From an optimization exercise on the open Yosys and OpenROAD flow, aimed at small area, a short achievable clock period and few clock cycles; shortcuts taken in it are not production practice.
Only simulation tests tie the RTL to the original design; equivalence was not proved.
Power is estimated from default activity; no workload was simulated.

==> flow/design.v (excerpt) <==
module sw(i0, i1, i2, i3, o0, o1, o2, o3, clk, rst);
  input clk, rst;
  input [9:0] i0, i1, i2, i3;
  output [9:0] o0, o1, o2, o3;
  wire [9:0] in [0:3];
  assign in[0] = i0; assign in[1] = i1; assign in[2] = i2; assign in[3] = i3;
  wire [8:0] f [0:3];      
  wire [3:0] av;           
  wire [3:0] rq [0:3];     
  wire [3:0] hd;           
  wire [3:0] pop;
  reg  [3:0] busy;         
  wire [3:0] own [0:3];    
  reg  [9:0] ob [0:3];     
  wire [3:0] req [0:3];    
  wire [3:0] gnt [0:3];
  wire [3:0] sel [0:3];    
  wire [3:0] gin;          
  genvar i, j;
  generate
    for (i = 0; i < 4; i = i + 1) begin : g_in
      fifo q(.clk(clk), .rst(rst), .din({in[i][9], in[i][7:0]}),
             .dval(in[i][9] | in[i][8]), .pop(pop[i]), .h(f[i]), .hv(av[i]), .hd(hd[i]), .req(rq[i]));
      assign gin[i] = gnt[0][i] | gnt[1][i] | gnt[2][i] | gnt[3][i];
      assign pop[i] = (~hd[i] & av[i]) | gin[i];
    end
    for (j = 0; j < 4; j = j + 1) begin : g_out
      for (i = 0; i < 4; i = i + 1) begin : g_r
        assign req[j][i] = rq[i][j] & hd[i];
        assign own[j][i] = rq[i][j] & ~hd[i];
        assign sel[j][i] = busy[j] ? (own[j][i] & av[i]) : gnt[j][i];
      end
      arb a(.clk(clk), .rst(rst), .req(req[j]), .busy(busy[j]), .gnt(gnt[j]));
    end
  endgenerate
  function [9:0] pick;
    input [3:0] s;
    input [8:0] f0, f1, f2, f3;
    input [3:0] h;
    begin
      pick = ({10{s[0]}} & {f0[8], ~h[0], f0[7:0]}) |
  ...
Size in the first run: ~2900 cells after synthesis, roughly 710 flip-flops, about 82 I/O pins, about 0.030 sq mm of cells after synthesis.
Settings: LEC_CHECK=0, ABC_AREA=1, CAP_MARGIN=20, CORE_MARGIN=2, CORE_UTILIZATION=65, CTS_CLUSTER_DIAMETER=80, CTS_CLUSTER_SIZE=24, PLACE_DENSITY=0.85, SETUP_SLACK_MARGIN=3.8, SLEW_MARGIN=20, TNS_END_PERCENT=10; clock period 6.0 ns.
standard.sh (not shown) runs the stock make flow with config.mk's settings and CLKGATE_MAP_FILE= SYNTH_SCRIPT=/design/flow/synth_recipe.tcl, a recipe that flattens the netlist after the stock synthesis.
==> flow/flow/run.sh <==
#!/bin/bash
# Standard ORFS layout, with plain buffers (buf_4) on the ports instead of the
# delay-cell buffers buffer_ports picks by default, and sizing not held to
# the cell footprint.
set -euo pipefail
export BUFFER_PORTS_ARGS="-buffer_cell sky130_fd_sc_hd__buf_4"
bash standard.sh MATCH_CELL_FOOTPRINT=0 finish > orfs_make.log 2>&1
The first run produced a clean layout.
Testbench counts at the start, summed over its fixed seeds: cycles 2,639.
Then changed:
Settings changed: CTS_CLUSTER_DIAMETER 80 to 70, CTS_CLUSTER_SIZE 24 to 20, SETUP_SLACK_MARGIN 3.8 to 3.75, TNS_END_PERCENT 10 to unset.
After rerunning: Via count is higher by 1.2%; non-clock buffer count is higher by 4; synthesized area stays the same; wire length is higher by 1.3%; maximum frequency is higher by 0.44%.
Then changed:
Settings changed: CTS_CLUSTER_DIAMETER 70 to 80, CTS_CLUSTER_SIZE 20 to 24, SETUP_SLACK_MARGIN 3.75 to 3.8.
Effect: Flip-flop and latch count stays the same. Synthesized area does not change. Setup slack gets worse by 0.0036 ns. Clock-buffer cell count went down by 12. Synthesized cell count is unchanged. Final area is about the same. Fmax stays flat.

---

Setup of gamma:
Another version of the RTL of sw (not shown whole).
Size: about 82 I/O pins, roughly 28000 µm² of cells after synthesis.
export LEC_CHECK = 0
export ABC_AREA = 1
export CAP_MARGIN = 20
export CORE_MARGIN = 2
export CORE_UTILIZATION = 65
export CTS_CLUSTER_DIAMETER = 80
export CTS_CLUSTER_SIZE = 24
export PLACE_DENSITY = 0.85
export SETUP_SLACK_MARGIN = 3.85
export SLEW_MARGIN = 20
create_clock -name core_clock -period 6.0 [get_ports {clk}]
Scripts as last shown in full above: flow/flow/run.sh
Testbench counts of gamma, summed over its fixed seeds: cycles 2,647.
Changes in epsilon relative to gamma:
Settings: a change of SETUP_SLACK_MARGIN from 3.85 to 3.8; a change of PLACE_DENSITY from 0.85 to 0.88; a change of CORE_UTILIZATION from 65 to 70.
[summary]
- Relative to gamma, the met2 demand-to-capacity share in global routing of epsilon is higher by 5.3 points.
- Worst setup slack after layout: epsilon vs gamma — no meaningful difference
- More vias were needed by epsilon than by gamma.
- Of gamma and epsilon, the lower post-cts gate resize count belongs to epsilon.
- Wire length deteriorates in epsilon relative to gamma.

---

The RTL this note starts from:
==> flow/design.v <==
module sw(i0, i1, i2, i3, o0, o1, o2, o3, clk, rst);
  input clk, rst;
  input [9:0] i0, i1, i2, i3;
  output [9:0] o0, o1, o2, o3;
  wire [9:0] in [0:3];
  assign in[0] = i0; assign in[1] = i1; assign in[2] = i2; assign in[3] = i3;
  wire [8:0] f [0:3];      
  wire [3:0] av;           
  wire [3:0] rq [0:3];     
  wire [3:0] hd;           
  wire [3:0] pop;
  reg  [3:0] busy;         
  reg  [3:0] own [0:3];    
  reg  [9:0] ob [0:3];     
  wire [3:0] req [0:3];    
  wire [3:0] gnt [0:3];
  wire [3:0] sel [0:3];    
  wire [3:0] gin;          
  genvar i, j;
  generate
    for (i = 0; i < 4; i = i + 1) begin : g_in
      fifo q(.clk(clk), .rst(rst), .din({in[i][9], in[i][7:0]}),
             .dval(in[i][9] | in[i][8]), .pop(pop[i]), .h(f[i]), .hv(av[i]), .hd(hd[i]), .req(rq[i]));
      assign gin[i] = gnt[0][i] | gnt[1][i] | gnt[2][i] | gnt[3][i];
      assign pop[i] = (~hd[i] & av[i]) | gin[i];
    end
    for (j = 0; j < 4; j = j + 1) begin : g_out
      for (i = 0; i < 4; i = i + 1) begin : g_r
        assign req[j][i] = rq[i][j];
        assign sel[j][i] = busy[j] ? (own[j][i] & av[i]) : gnt[j][i];
      end
      arb a(.clk(clk), .rst(rst), .req(req[j]), .busy(busy[j]), .gnt(gnt[j]));
    end
  endgenerate
  function [9:0] pick;
    input [3:0] s;
    input [8:0] f0, f1, f2, f3;
    input [3:0] h;
    begin
      pick = ({10{s[0]}} & {f0[8], ~h[0], f0[7:0]}) |
             ({10{s[1]}} & {f1[8], ~h[1], f1[7:0]}) |
             ({10{s[2]}} & {f2[8], ~h[2], f2[7:0]}) |
             ({10{s[3]}} & {f3[8], ~h[3], f3[7:0]});
    end
  endfunction
  wire [3:0] tl = av & {f[3][8], f[2][8], f[1][8], f[0][8]};
  integer k, n;
  always @(posedge clk) begin
    for (k = 0; k < 4; k = k + 1)
      ob[k] <= pick(sel[k], f[0], f[1], f[2], f[3], hd);
    if (rst) begin
      busy <= 4'b0000;
      for (k = 0; k < 4; k = k + 1) begin
        ob[k][9:8] <= 2'b00;
      end
    end else begin
      for (k = 0; k < 4; k = k + 1) begin
        busy[k] <= busy[k] ? ~|(own[k] & tl) : |req[k];
        if (!busy[k]) own[k] <= gnt[k];
      end
    end
  end
  assign o0 = ob[0];
  assign o1 = ob[1];
  assign o2 = ob[2];
  assign o3 = ob[3];
endmodule
module fifo(clk, rst, din, dval, pop, h, hv, hd, req);
  input clk, rst, dval, pop;
  input [8:0] din;
  output reg [8:0] h;    
  output reg hv;         
  output reg [3:0] req;  
  reg [15*9-1:0] mem;    
  reg [3:0] rp, wp;      
  output reg hd;         
  reg empty, full;       
  function [3:0] dec;
    input [1:0] d;
    dec = {d == 2'd3, d == 2'd2, d == 2'd1, d == 2'd0};
  endfunction
  wire [8:0] rd = mem[9*rp +: 9];
  wire [3:0] rpn, wpn;           
  inc15 ir(.p(rp), .n(rpn));
  inc15 iw(.p(wp), .n(wpn));
  wire e_rd = (rpn == wp);       
  wire f_wr = (wpn == rp);       
  wire take = ~hv | pop;         
  wire fromm = take & ~empty;    
  wire byp = take & empty & dval;  
  wire wr = dval & ~byp;         
  wire [3:0] rq_rd = dec(rd[1:0]);
  wire [3:0] rq_in = dval ? dec(din[1:0]) : 4'b0000;
  wire tl = ~hd & h[8];          
  integer k;
  always @(posedge clk) begin
    for (k = 0; k < 15; k = k + 1)
      if (!full && wp == k) mem[9*k +: 9] <= din;
    if (take) h <= empty ? din : rd;
    if (rst) begin
      rp <= 4'd0;
      wp <= 4'd0;
      empty <= 1'b1;
      full <= 1'b0;
      hv <= 1'b0;
      hd <= 1'b1;
      req <= 4'b0000;
    end else begin
      if (wr) wp <= wpn;
      if (fromm) rp <= rpn;
      empty <= fromm ? (wr ? empty : e_rd) : (wr ? 1'b0 : empty);
      full <= wr ? (fromm ? full : f_wr) : (fromm ? 1'b0 : full);
      hv <= ~take | ~empty | dval;
      if (pop) hd <= tl;
      if (pop) req <= tl ? (empty ? rq_in : rq_rd) : 4'b0000;
      else if (!hv) req <= hd ? rq_in : 4'b0000;
    end
  end
endmodule
module inc15(p, n);
  input [3:0] p;
  output [3:0] n;
  assign n = (p == 4'd14) ? 4'd0 : p + 4'd1;
endmodule
module arb(clk, rst, req, busy, gnt);
  input clk, rst, busy;
  input [3:0] req;
  output [3:0] gnt;
  reg [5:0] p;           
  wire [3:0] w [0:3];
  assign w[0] = {p[2], p[1], p[0], 1'b0};
  assign w[1] = {p[4], p[3], 1'b0, ~p[0]};
  assign w[2] = {p[5], 1'b0, ~p[3], ~p[1]};
  assign w[3] = {1'b0, ~p[5], ~p[4], ~p[2]};
  genvar i;
  generate
    for (i = 0; i < 4; i = i + 1) begin : g
      assign gnt[i] = req[i] & ~busy &
                      ~(req[(i+1)%4] & w[(i+1)%4][i]) &
                      ~(req[(i+2)%4] & w[(i+2)%4][i]) &
                      ~(req[(i+3)%4] & w[(i+3)%4][i]);
    end
  endgenerate
  always @(posedge clk) begin
    if (rst)
      p <= 6'b111111;    
    else if (~busy & |req)    
      p <= ({6{gnt[0]}} & 6'b111000) |    
           ({6{gnt[1]}} & 6'b100001) |    
           ({6{gnt[2]}} & 6'b001011) |    
           ({6{gnt[3]}} & 6'b111111);     
  end
endmodule
Settings: LEC_CHECK=0, ABC_AREA=1, CAP_MARGIN=20, CORE_MARGIN=2, CORE_UTILIZATION=65, CTS_CLUSTER_DIAMETER=80, CTS_CLUSTER_SIZE=30, PLACE_DENSITY=0.85, SETUP_SLACK_MARGIN=3.8, SLEW_MARGIN=20; clock period 6.0 ns.
Scripts as last shown in full above: flow/flow/run.sh
The starting point finished clean.
Testbench counts at the start, summed over its fixed seeds: cycles 2,639.
Next try:
==> flow/config.mk (replaced) <==
export PLATFORM = sky130hd
export DESIGN_NAME = sw
export DESIGN_NICKNAME = sw
export VERILOG_FILES = /design/flow/design.v
export SDC_FILE = /design/flow/constraint.sdc
export NUM_CORES = 4
export LEC_CHECK = 0
export CAP_MARGIN = 20
export CORE_MARGIN = 2
export CORE_UTILIZATION = 40
export CTS_CLUSTER_DIAMETER = 80
export CTS_CLUSTER_SIZE = 24
export PLACE_DENSITY = 0.6
export SETUP_SLACK_MARGIN = 3.7
export SLEW_MARGIN = 20
Effect: Power is lower by roughly a tenth; non-clock buffer count increases by 65; die area goes up by well over a third; count of clock-buffer cells in the layout increases by 14; routed wire length shrinks by a little under a tenth; cell count went down by a little under a tenth; core utilization came out lower by 26 points; global-route usage shrinks by 14 points.
Next try:
--- a/flow/config.mk
+++ b/flow/config.mk
@@ -7,2 +7,3 @@
 export LEC_CHECK = 0
+export ABC_AREA = 1
 export CAP_MARGIN = 20
@@ -13,3 +14,3 @@
 export PLACE_DENSITY = 0.6
-export SETUP_SLACK_MARGIN = 3.7
+export SETUP_SLACK_MARGIN = 3.8
 export SLEW_MARGIN = 20
Utilization goes down by 0.88 points.
Via count came out higher by about a fifth.
Final area falls by a few percent.
Combinational power grows by well over a third.
Routed wire length rose by roughly a tenth.
First-iteration DRC count rose by about a fifth.
Clock skew shrinks by 0.011 ns.
Die area came out lower slightly.
Total power came out higher by roughly a tenth.
Next try:
--- a/flow/config.mk
+++ b/flow/config.mk
@@ -7,3 +7,2 @@
 export LEC_CHECK = 0
-export ABC_AREA = 1
 export CAP_MARGIN = 20
Outcome: Worst hold slack degrades by 0.0044 ns. Die area came out higher by 0.77%. Critical path depth climbs by 5. First-iteration DRC count goes down by 8.5%. Maximum frequency grows by 2.0%. Wire length shrinks by 8.1%. Clock-buffer cell count drops by 7. Total power decreases by 9.5%. Global-route usage came out lower by 2.0 points. Clock power falls by about 2%. Synthesized cell count went down by 26%.
Next try:
--- a/flow/config.mk
+++ b/flow/config.mk
@@ -7,2 +7,3 @@
 export LEC_CHECK = 0
+export ABC_AREA = 1
 export CAP_MARGIN = 20
@@ -13,3 +14,3 @@
 export PLACE_DENSITY = 0.6
-export SETUP_SLACK_MARGIN = 3.8
+export SETUP_SLACK_MARGIN = 4.0
 export SLEW_MARGIN = 20
Outcome: The new run finished clean. Sequential share of layout area rose by 2.0 points. Core utilization fell by 1.5 points. Worst setup slack gets worse by 0.036 ns. Die area fell by 0.77%. Final area fell by 3.7%. Wire length rose by 10%. Synthesized area fell by 0.78%. Fmax fell by 1.6%. Final cell count rose by 21%. Non-clock buffer count fell by 71. Clock-buffer cell count rose by 2.

## re-timing with driven ports
In the flow no input, the clock included, has a driving cell. The finished layouts below were timed again as built, in two steps.
Step 1 (the two cells are an assumption about what drives the block):
set clk [get_ports {clk}]
set_driving_cell -lib_cell sky130_fd_sc_hd__clkbuf_16 $clk
set_driving_cell -lib_cell sky130_fd_sc_hd__buf_2 [delete_from_list [all_inputs] $clk]
Step 2, shift: input delay + t, output delay - t, t = (earliest + latest rising clock arrival at the registers) / 2. This alone moves slack from input paths to output paths.
Slacks: no drivers / after step 1 / after step 2; pairs: no drivers / after step 1.
run | t (ns) | setup slack, ns | hold WS [ns]
the first run of note 1 | 0.645 | 3.753 / 3.693 / 3.166 | 0.473 / 0.473 / 0.473
the second run of note 1 | 0.651 | 3.763 / 3.703 / 3.361 | 0.471 / 0.471 / 0.471
the third run of note 1 | 0.641 | 3.759 / 3.700 / 3.353 | 0.475 / 0.475 / 0.475
gamma | 0.633 | 3.737 / 3.679 / 3.362 | 0.467 / 0.467 / 0.467
epsilon | 0.629 | 3.736 / 3.676 / 3.207 | 0.475 / 0.475 / 0.475
the first run of note 3 | 0.647 | 3.763 / 3.704 / 3.293 | 0.507 / 0.507 / 0.507
the second run of note 3 | 0.657 | 3.577 / 3.577 / 3.279 | 0.476 / 0.476 / 0.476
the third run of note 3 | 0.645 | 3.715 / 3.657 / 3.281 | 0.471 / 0.471 / 0.471
the fourth run of note 3 | 0.644 | 3.759 / 3.704 / 3.299 | 0.467 / 0.467 / 0.467
the fifth run of note 3 | 0.633 | 3.723 / 3.667 / 3.456 | 0.482 / 0.482 / 0.482
After both steps setup and hold are still met in every run listed. The setup slack of the first run of note 1, which loses most, moves by -0.060 ns with the drivers and by -0.587 ns with both steps.
